Source: an optimization exercise on an open RTL-to-GDS flow (aim: small area). Production flows keep margins and buffers that such runs may drop. RTL that was checked went through simulation tests only; none was proved equivalent to the original.

==> v14: inputs <==
// MX_MAC_hybrid_BPE
module MX_MAC_hybrid_BPE #(
	parameter M_out_width = 16
)
(
	input  logic        clk_i,
	input  logic        rstn,
	input  logic [7:0]  a_mant0,
	input  logic [7:0]  a_mant1,
	input  logic [7:0]  a_mant2,
	input  logic [7:0]  a_mant3,
	input  logic [7:0]  b_mant0,
	input  logic [7:0]  b_mant1,
	input  logic [7:0]  b_mant2,
	input  logic [7:0]  b_mant3,
	input  logic [9:0]  a_exp_in0,
	input  logic [9:0]  a_exp_in1,
	input  logic [9:0]  a_exp_in2,
	input  logic [9:0]  a_exp_in3,
	input  logic [9:0]  b_exp_in0,
	input  logic [9:0]  b_exp_in1,
	input  logic [9:0]  b_exp_in2,
	input  logic [9:0]  b_exp_in3,
	input  logic [3:0]  a_sign_in0,
	input  logic [3:0]  a_sign_in1,
	input  logic [3:0]  a_sign_in2,
	input  logic [3:0]  a_sign_in3,
	input  logic [3:0]  b_sign_in0,
	input  logic [3:0]  b_sign_in1,
	input  logic [3:0]  b_sign_in2,
	input  logic [3:0]  b_sign_in3,
	input  logic [1:0]  prec_mode,
	input  logic [1:0]  FP_mode,
	input  logic [7:0]  shared_exp_added,
	input  logic        A_valid,
	input  logic        B_valid,
	output logic [M_out_width-1:0] MAC_mant_out,
	output logic [7:0] MAC_exp_out,
	output logic MAC_sign_out
);
==> module fp_lane, before the edit <==
module fp_lane (
	input  logic [3:0]  x,
	input  logic [3:0]  y,
	input  logic        s,
	input  logic [6:0]  d,
	output logic [18:0] term,
	output logic        cin
);
logic [7:0] p;
mul4x4 mul0 (.x(x), .y(y), .p(p));
logic signed [8:0] ps;
assign ps = ({1'b0, p} ^ {9{s}}) + {8'd0, s};
logic signed [20:0] v, sh;
assign v = {ps, 12'd0};
assign sh = v >>> d;
assign term = {~sh[18], sh[17:0]};
assign cin = 1'b0;
endmodule
==> flow/config.mk <==
export PLATFORM = sky130hd
export DESIGN_NAME = MX_MAC_hybrid_BPE
export DESIGN_NICKNAME = MX_MAC_hybrid_BPE
export VERILOG_FILES = /design/flow/design.v
export SDC_FILE = /design/flow/constraint.sdc
export NUM_CORES = 4
export LEC_CHECK = 0
export ABC_AREA = 1
export CAP_MARGIN = 20
export CORE_MARGIN = 2
export CORE_UTILIZATION = 40
export SLEW_MARGIN = 20
==> flow/constraint.sdc <==
create_clock -name core_clock -period 30.0 [get_ports {clk_i}]
set_input_delay 6.0000 -clock core_clock [delete_from_list [all_inputs] [get_ports {clk_i}]]
set_output_delay 6.0000 -clock core_clock [all_outputs]
set_load 0.01 [all_outputs]
standard.sh (not shown) runs the stock make flow with config.mk's settings and CLKGATE_MAP_FILE= SYNTH_SCRIPT=/design/flow/synth_recipe.tcl, a recipe that flattens the netlist after the stock synthesis.
==> flow/flow/run.sh <==
#!/bin/bash
# Standard layout (standard.sh) with these changes to how it is made:
#  - ABC's area script replaced by flow/abc_area.script (choice computation
#    and area-oriented mapping); synthesis is otherwise unchanged;
#  - no full/half-adder cell extraction before ABC (ADDER_MAP_FILE empty);
#  - port buffers made from the smallest buffer cell.
set -e
rm -rf scripts_mod
cp -r "$FLOW_HOME/scripts" scripts_mod
cp flow/abc_area.script scripts_mod/abc_area.script
export SCRIPTS_DIR="$PWD/scripts_mod"
export ADDER_MAP_FILE=
export BUFFER_PORTS_ARGS="-buffer_cell sky130_fd_sc_hd__buf_1"
bash standard.sh > standard.log 2>&1
==> flow/flow/abc_area.script <==
strash
&get -n
&dch -f
&nf -R 1000 -p -C 32
&st
&dch -f
&nf -R 1000 -p -C 32
&put
topo
stime -c
buffer -c
upsize -c
dnsize -c
==> v35 (differences from v14) <==
--- a/flow/design.v
+++ b/flow/design.v
@@ -61,11 +61,10 @@
 logic [7:0] p;
 mul4x4 mul0 (.x(x), .y(y), .p(p));
-logic signed [8:0] ps;
-assign ps = ({1'b0, p} ^ {9{s}}) + {8'd0, s};
-logic signed [20:0] v, sh;
-assign v = {ps, 12'd0};
-assign sh = v >>> d;
-assign term = {~sh[18], sh[17:0]};
-assign cin = 1'b0;
+logic [19:0] v, sh, mask;
+assign v = {p, 12'd0};
+assign sh = v >> d;
+assign mask = ~({20{1'b1}} << d);
+assign term = {~s, sh[17:0] ^ {18{s}}};
+assign cin = s & ~(|(v & mask));
 endmodule
 module fp4_prod (
==> flow/flow/abc_area.script (replaced) <==
strash
&get -n
&dch -f
&nf -R 60 -p
&st
&dch -f
&nf -R 60 -p
&put
topo
stime -c
==> comparison <==
v14 passed the timing, design-rule and antenna checks. v35 produced a clean layout.
Against v14, the synthesized cell count of v35 is lower by about 2.4%.
First-iteration DRC count: v14 is lower than v35 (about 8%).
Of v35 and v14, v14 has the higher clock skew (gap 0.0040 ns).
In sequential cell count, v14 and v35 do not differ.

==> inputs of harbor <==
Another version of the RTL of MX_MAC_hybrid_BPE (not shown whole).
Settings: LEC_CHECK=0, ABC_AREA=1, CAP_MARGIN=20, CORE_MARGIN=2, CORE_UTILIZATION=40, SLEW_MARGIN=20; clock period 30.0 ns.
run.sh (not shown) runs the stock make flow with config.mk's settings and CLKGATE_MAP_FILE= SYNTH_SCRIPT=/design/flow/synth_recipe.tcl, a recipe that flattens the netlist after the stock synthesis.
Stock flow here: none of the scripts above is used.
==> inputs of xenon, as changes to harbor <==
--- a/flow/design.v
+++ b/flow/design.v
@@ -184,46 +184,61 @@
 		2'd0: f4v = {3'b000, m};
 		2'd1: f4v = {2'b00, 1'b1, m};
 		2'd2: f4v = {1'b0, 1'b1, m, 1'b0};
 		default: f4v = {1'b1, m, 2'b00};
 	endcase
 endfunction
-logic [5:0] e0, e1, e2, e3;
-assign e0 = f8e(a_exp_in0[4:0]) + f8e(b_exp_in0[4:0]);
-assign e1 = f8e(a_exp_in0[9:5]) + f8e(b_exp_in1[4:0]);
-assign e2 = f8e(a_exp_in1[4:0]) + f8e(b_exp_in0[9:5]);
-assign e3 = f8e(a_exp_in1[9:5]) + f8e(b_exp_in1[9:5]);
-logic [5:0] big01, big23, big;
-assign big01 = (e0 >= e1) ? e0 : e1;
-assign big23 = (e2 >= e3) ? e2 : e3;
-assign big   = (big01 >= big23) ? big01 : big23;
+logic [5:0] f0, f1, f2, f3, e0, e1, e2, e3;
+assign f0 = f8e(a_exp_in0[4:0]) + f8e(b_exp_in0[4:0]);
+assign f1 = f8e(a_exp_in0[9:5]) + f8e(b_exp_in1[4:0]);
+assign f2 = f8e(a_exp_in1[4:0]) + f8e(b_exp_in0[9:5]);
+assign f3 = f8e(a_exp_in1[9:5]) + f8e(b_exp_in1[9:5]);
+assign e0 = fp8 ? f0 : 6'd0;
+assign e1 = fp8 ? f1 : {3'd0, int8, 2'd0};
+assign e2 = fp8 ? f2 : {3'd0, int8, 2'd0};
+assign e3 = fp8 ? f3 : {2'd0, int8, 3'd0};
+logic g01, g02, g03, g12, g13, g23;
+assign g01 = (e0 >= e1);
+assign g02 = (e0 >= e2);
+assign g03 = (e0 >= e3);
+assign g12 = (e1 >= e2);
+assign g13 = (e1 >= e3);
+assign g23 = (e2 >= e3);
+logic w0, w1, w2, w3;
+assign w0 = g01 & g02 & g03;
+assign w1 = ~g01 & g12 & g13;
+assign w2 = ~g02 & ~g12 & g23;
+assign w3 = ~g03 & ~g13 & ~g23;
+logic [5:0] big;
+assign big = ({6{w0}} & e0) | ({6{w1 & ~w0}} & e1) | ({6{w2 & ~w0 & ~w1}} & e2) | ({6{w3 & ~w0 & ~w1 & ~w2}} & e3);
 logic [3:0] x0, x1, x2, x3, y0, y1, y2, y3;
 logic s0, s1, s2, s3;
 logic [6:0] d0, d1, d2, d3, bigp;
-assign bigp = {1'b0, big} + {4'd0, ~e5m2, 2'b00};
+assign bigp = {1'b0, big} + {4'd0, ~(fp8 & e5m2), 2'b00};
+assign d0 = bigp - {1'b0, e0};
+assign d1 = bigp - {1'b0, e1};
+assign d2 = bigp - {1'b0, e2};
+assign d3 = bigp - {1'b0, e3};
 always_comb begin
 	x0 = '0; x1 = '0; x2 = '0; x3 = '0; y0 = '0; y1 = '0; y2 = '0; y3 = '0;
 	s0 = 1'b0; s1 = 1'b0; s2 = 1'b0; s3 = 1'b0;
-	d0 = 7'd4; d1 = 7'd4; d2 = 7'd4; d3 = 7'd4;
 	if (int8) begin
 		x0 = a_abs[3:0]; y0 = b_abs[3:0];
 		x1 = a_abs[7:4]; y1 = b_abs[3:0];
 		x2 = a_abs[3:0]; y2 = b_abs[7:4];
 		x3 = a_abs[7:4]; y3 = b_abs[7:4];
 		s0 = s_int; s1 = s_int; s2 = s_int; s3 = s_int;
-		d0 = 7'd12; d1 = 7'd8; d2 = 7'd8; d3 = 7'd4;
 	end else if (fp8) begin
 		x0 = f8m(a_mant0[2:0], a_exp_in0[4:0], m3); y0 = f8m(b_mant0[2:0], b_exp_in0[4:0], m3);
 		x1 = f8m(a_mant0[6:4], a_exp_in0[9:5], m3); y1 = f8m(b_mant1[2:0], b_exp_in1[4:0], m3);
 		x2 = f8m(a_mant1[2:0], a_exp_in1[4:0], m3); y2 = f8m(b_mant0[6:4], b_exp_in0[9:5], m3);
 		x3 = f8m(a_mant1[6:4], a_exp_in1[9:5], m3); y3 = f8m(b_mant1[6:4], b_exp_in1[9:5], m3);
 		s0 = a_sign_in0[0] ^ b_sign_in0[0];
 		s1 = a_sign_in0[1] ^ b_sign_in1[0];
 		s2 = a_sign_in1[0] ^ b_sign_in0[1];
 		s3 = a_sign_in1[1] ^ b_sign_in1[1];
-		d0 = bigp - {1'b0, e0}; d1 = bigp - {1'b0, e1}; d2 = bigp - {1'b0, e2}; d3 = bigp - {1'b0, e3};
 	end else if (fp4) begin
 		x0 = f4v(a_mant0[0], a_exp_in0[1:0]); y0 = f4v(b_mant0[0], b_exp_in0[1:0]);
 		x1 = f4v(a_mant1[0], a_exp_in1[1:0]); y1 = f4v(b_mant0[2], b_exp_in0[3:2]);
 		x2 = f4v(a_mant0[2], a_exp_in0[3:2]); y2 = f4v(b_mant1[0], b_exp_in1[1:0]);
 		x3 = f4v(a_mant1[2], a_exp_in1[3:2]); y3 = f4v(b_mant1[2], b_exp_in1[3:2]);
 		s0 = a_sign_in0[0] ^ b_sign_in0[0];
@@ -237,40 +252,40 @@
 fp_lane ln0 (.x(x0), .y(y0), .s(s0), .d(d0), .term(t0), .cin(c0));
 fp_lane ln1 (.x(x1), .y(y1), .s(s1), .d(d1), .term(t1), .cin(c1));
 fp_lane ln2 (.x(x2), .y(y2), .s(s2), .d(d2), .term(t2), .cin(c2));
 fp_lane ln3 (.x(x3), .y(y3), .s(s3), .d(d3), .term(t3), .cin(c3));
 logic [7:0] u0, u1, u2, u3;
 logic us0, us1, us2, us3;
-fp4_prod fq0 (.ma(a_mant2[4]), .ea(a_exp_in2[5:4]), .sa(a_sign_in2[2]), .mb(b_mant2[4]), .eb(b_exp_in2[5:4]), .sb(b_sign_in2[2]), .mag(u0), .s(us0));
-fp4_prod fq1 (.ma(a_mant3[4]), .ea(a_exp_in3[5:4]), .sa(a_sign_in3[2]), .mb(b_mant2[6]), .eb(b_exp_in2[7:6]), .sb(b_sign_in2[3]), .mag(u1), .s(us1));
-fp4_prod fq2 (.ma(a_mant2[6]), .ea(a_exp_in2[7:6]), .sa(a_sign_in2[3]), .mb(b_mant3[4]), .eb(b_exp_in3[5:4]), .sb(b_sign_in3[2]), .mag(u2), .s(us2));
-fp4_prod fq3 (.ma(a_mant3[6]), .ea(a_exp_in3[7:6]), .sa(a_sign_in3[3]), .mb(b_mant3[6]), .eb(b_exp_in3[7:6]), .sb(b_sign_in3[3]), .mag(u3), .s(us3));
+fp4_prod fq0 (.ma(fp4 & a_mant2[4]), .ea(a_exp_in2[5:4] & {2{fp4}}), .sa(fp4 & a_sign_in2[2]), .mb(b_mant2[4]), .eb(b_exp_in2[5:4]), .sb(fp4 & b_sign_in2[2]), .mag(u0), .s(us0));
+fp4_prod fq1 (.ma(fp4 & a_mant3[4]), .ea(a_exp_in3[5:4] & {2{fp4}}), .sa(fp4 & a_sign_in3[2]), .mb(b_mant2[6]), .eb(b_exp_in2[7:6]), .sb(fp4 & b_sign_in2[3]), .mag(u1), .s(us1));
+fp4_prod fq2 (.ma(fp4 & a_mant2[6]), .ea(a_exp_in2[7:6] & {2{fp4}}), .sa(fp4 & a_sign_in2[3]), .mb(b_mant3[4]), .eb(b_exp_in3[5:4]), .sb(fp4 & b_sign_in3[2]), .mag(u2), .s(us2));
+fp4_prod fq3 (.ma(fp4 & a_mant3[6]), .ea(a_exp_in3[7:6] & {2{fp4}}), .sa(fp4 & a_sign_in3[3]), .mb(b_mant3[6]), .eb(b_exp_in3[7:6]), .sb(fp4 & b_sign_in3[3]), .mag(u3), .s(us3));
 logic [8:0] v0, v1, v2, v3;
-assign v0 = {~(fp4 & us0), (u0 & {8{fp4}}) ^ {8{fp4 & us0}}};
-assign v1 = {~(fp4 & us1), (u1 & {8{fp4}}) ^ {8{fp4 & us1}}};
-assign v2 = {~(fp4 & us2), (u2 & {8{fp4}}) ^ {8{fp4 & us2}}};
-assign v3 = {~(fp4 & us3), (u3 & {8{fp4}}) ^ {8{fp4 & us3}}};
+assign v0 = {~us0, u0 ^ {8{us0}}};
+assign v1 = {~us1, u1 ^ {8{us1}}};
+assign v2 = {~us2, u2 ^ {8{us2}}};
+assign v3 = {~us3, u3 ^ {8{us3}}};
 xsum xs0 (.t0(t0), .t1(t1), .t2(t2), .t3(t3), .v0(v0), .v1(v1), .v2(v2), .v3(v3),
 	.c0(c0), .c1(c1), .c2(c2), .c3(c3),
-	.u0(fp4 & us0), .u1(fp4 & us1), .u2(fp4 & us2), .u3(fp4 & us3), .s(x_sum));
+	.u0(us0), .u1(us1), .u2(us2), .u3(us3), .s(x_sum));
 assign x_sign = int8 ? s_int : x_sum[20];
 logic [7:0] ebias;
 always_comb begin
 	case (prec_mode)
-		2'b00: ebias = 8'd7;
+		2'b00: ebias = 8'd255;    
 		2'b11: ebias = 8'd9;
 		2'b10: ebias = 8'd0;
 		default: case (FP_mode)
 			2'b11: ebias = 8'd229;
 			2'b10: ebias = 8'd247;
 			2'b01: ebias = 8'd1;
 			default: ebias = 8'd255;
 		endcase
 	endcase
 end
-assign e_in = shared_exp_added + ebias + (fp8 ? {2'b00, big} : 8'd0);
+assign e_in = shared_exp_added + ebias + {2'b00, big};
 endmodule
 module xsum (
 	input  logic [18:0] t0, t1, t2, t3,
 	input  logic [8:0]  v0, v1, v2, v3,
 	input  logic        c0, c1, c2, c3,
 	input  logic        u0, u1, u2, u3,
@@ -578,21 +593,23 @@
 	if (n5[38] == 1'b0)  begin lz[0] = 1'b1; end
 end
 logic [15:0] nm;
 assign nm = lz[0] ? n5[36:21] : n5[37:22];
 logic zero;
 assign zero = ~(|m);
-logic [7:0] en;
+logic [7:0] en, en1, en_lz1;
 assign en = case1 ? ea : e_in;
+assign en1 = en + 8'd1;
+assign en_lz1 = en1 - {2'b00, lz[5:1], 1'b0};
 assign keep_mant = case2;
 assign out_mant = nm;
 always_comb begin
 	if (case2) begin
 		out_exp = 8'd1; out_sign = 1'b0;
 	end else begin
-		out_exp  = zero ? en + 8'd1 : en - {2'b00, lz} + 8'd1;
+		out_exp  = zero ? en1 : (lz[0] ? en_lz1 - 8'd1 : en_lz1);
 		out_sign = case4 ? x_sign : y[38];
 	end
 end
 endmodule
 module mac_core (
 	input  logic [7:0]  a_mant0, a_mant1, a_mant2, a_mant3,
==> flow/flow/run.sh (new file) <==
#!/bin/bash
# Standard layout (standard.sh) with these changes to how it is made:
#  - ABC's area script replaced by flow/abc_area.script (choice computation
#    and area-oriented mapping); synthesis is otherwise unchanged;
#  - no full/half-adder cell extraction before ABC (ADDER_MAP_FILE empty);
#  - port buffers made from the smallest buffer cell.
set -e
rm -rf scripts_mod
cp -r "$FLOW_HOME/scripts" scripts_mod
cp flow/abc_area.script scripts_mod/abc_area.script
export SCRIPTS_DIR="$PWD/scripts_mod"
export ADDER_MAP_FILE=
export BUFFER_PORTS_ARGS="-buffer_cell sky130_fd_sc_hd__buf_1"
bash standard.sh > standard.log 2>&1
==> flow/flow/abc_area.script (new file) <==
strash
&get -n
&dch -f
&nf -R 1000 -p
&st
&dch -f
&nf -R 1000 -p
&put
topo
stime -c
buffer -c
upsize -c
dnsize -c
==> flow/standard.sh (new file) <==
#!/bin/bash
# synth_recipe.tcl (not shown) runs the flow's synth.tcl, then flattens the netlist and writes it again
# the make line also repeats each setting of config.mk as NAME=value (left out here)
make -C /OpenROAD-flow-scripts/flow DESIGN_CONFIG=/design/flow/config.mk WORK_HOME=/design/flow/orfs CLKGATE_MAP_FILE= SYNTH_SCRIPT=/design/flow/synth_recipe.tcl "${@:-finish}"
removed: flow/run.sh
==> comparison table <==
	xenon	harbor
Worst hold path endpoint	accum_mant[4]	accum_mant[8]
Global-route track usage on met1	32.3%	33.3%
Launch point of the worst reg-to-reg path	accum_exp[1]	accum_exp[0]
WHS	0.600 ns	0.534 ns
Critical path's largest stage delay	0.62 ns	0.65 ns
Die Span X	229 µm	239 µm
Initial standard-cell utilization of the core	40.4%	40.6%
Proportion of netlist area held by the largest area contributor	16.0%	15.5%
Share of the final layout cell area in multi-input gates	87.2%	76.5%
GR Util met2	41.9%	43.2%
Min Clock Period, post-route	27.69 ns	26.73 ns
Worst setup slack before clock tree synthesis	2.08 ns	3.16 ns
Non-clock inverter count in the final layout	92	643
Final net count	3,416	4,324
Number of distinct library cells after synthesis	108	65
Status	complete, no violations	complete, no violations
Die area	52,300 µm²	56,900 µm²
Syn Nets	3,357	4,248
Slew headroom	26.0%	36.9%
Clock tree cell share of total cell area	0.384%	0.342%
Post-Place Cell Area	21,400 µm²	24,000 µm²
Only the layout flow was run in xenon; the RTL was not checked for function there.

==> re-timing with driven ports <==
How much do the figures lean on ideal ports? The routed layouts below were timed once more, with nothing changed but the port constraints. Step 1: set_driving_cell puts a clkbuf_16 on clk_i and a buf_2 on each other input, an assumption about the parent block. Step 2 moves the port delays by t, midway between the first and last clock arrival at a register: inputs arrive t later, outputs are due t later. That takes back most of the time a late clock gives input paths. Three values: ideal, step 1, step 2; two values: the first two.
run	t, ns	setup WS [ns]	worst register clock-pin slew, ns
v14	0.293	1.636 / 1.648 / 1.355	0.07 / 0.07
v35	0.284	1.440 / 1.448 / 1.163	0.07 / 0.07
harbor	0.295	3.271 / 3.269 / 2.973	0.07 / 0.07
xenon	0.296	2.314 / 2.326 / 2.030	0.07 / 0.07
After both steps every run listed still meets setup and hold. For harbor, which loses most, drivers alone change the setup slack by -0.002 ns; drivers and shift together by -0.298 ns.
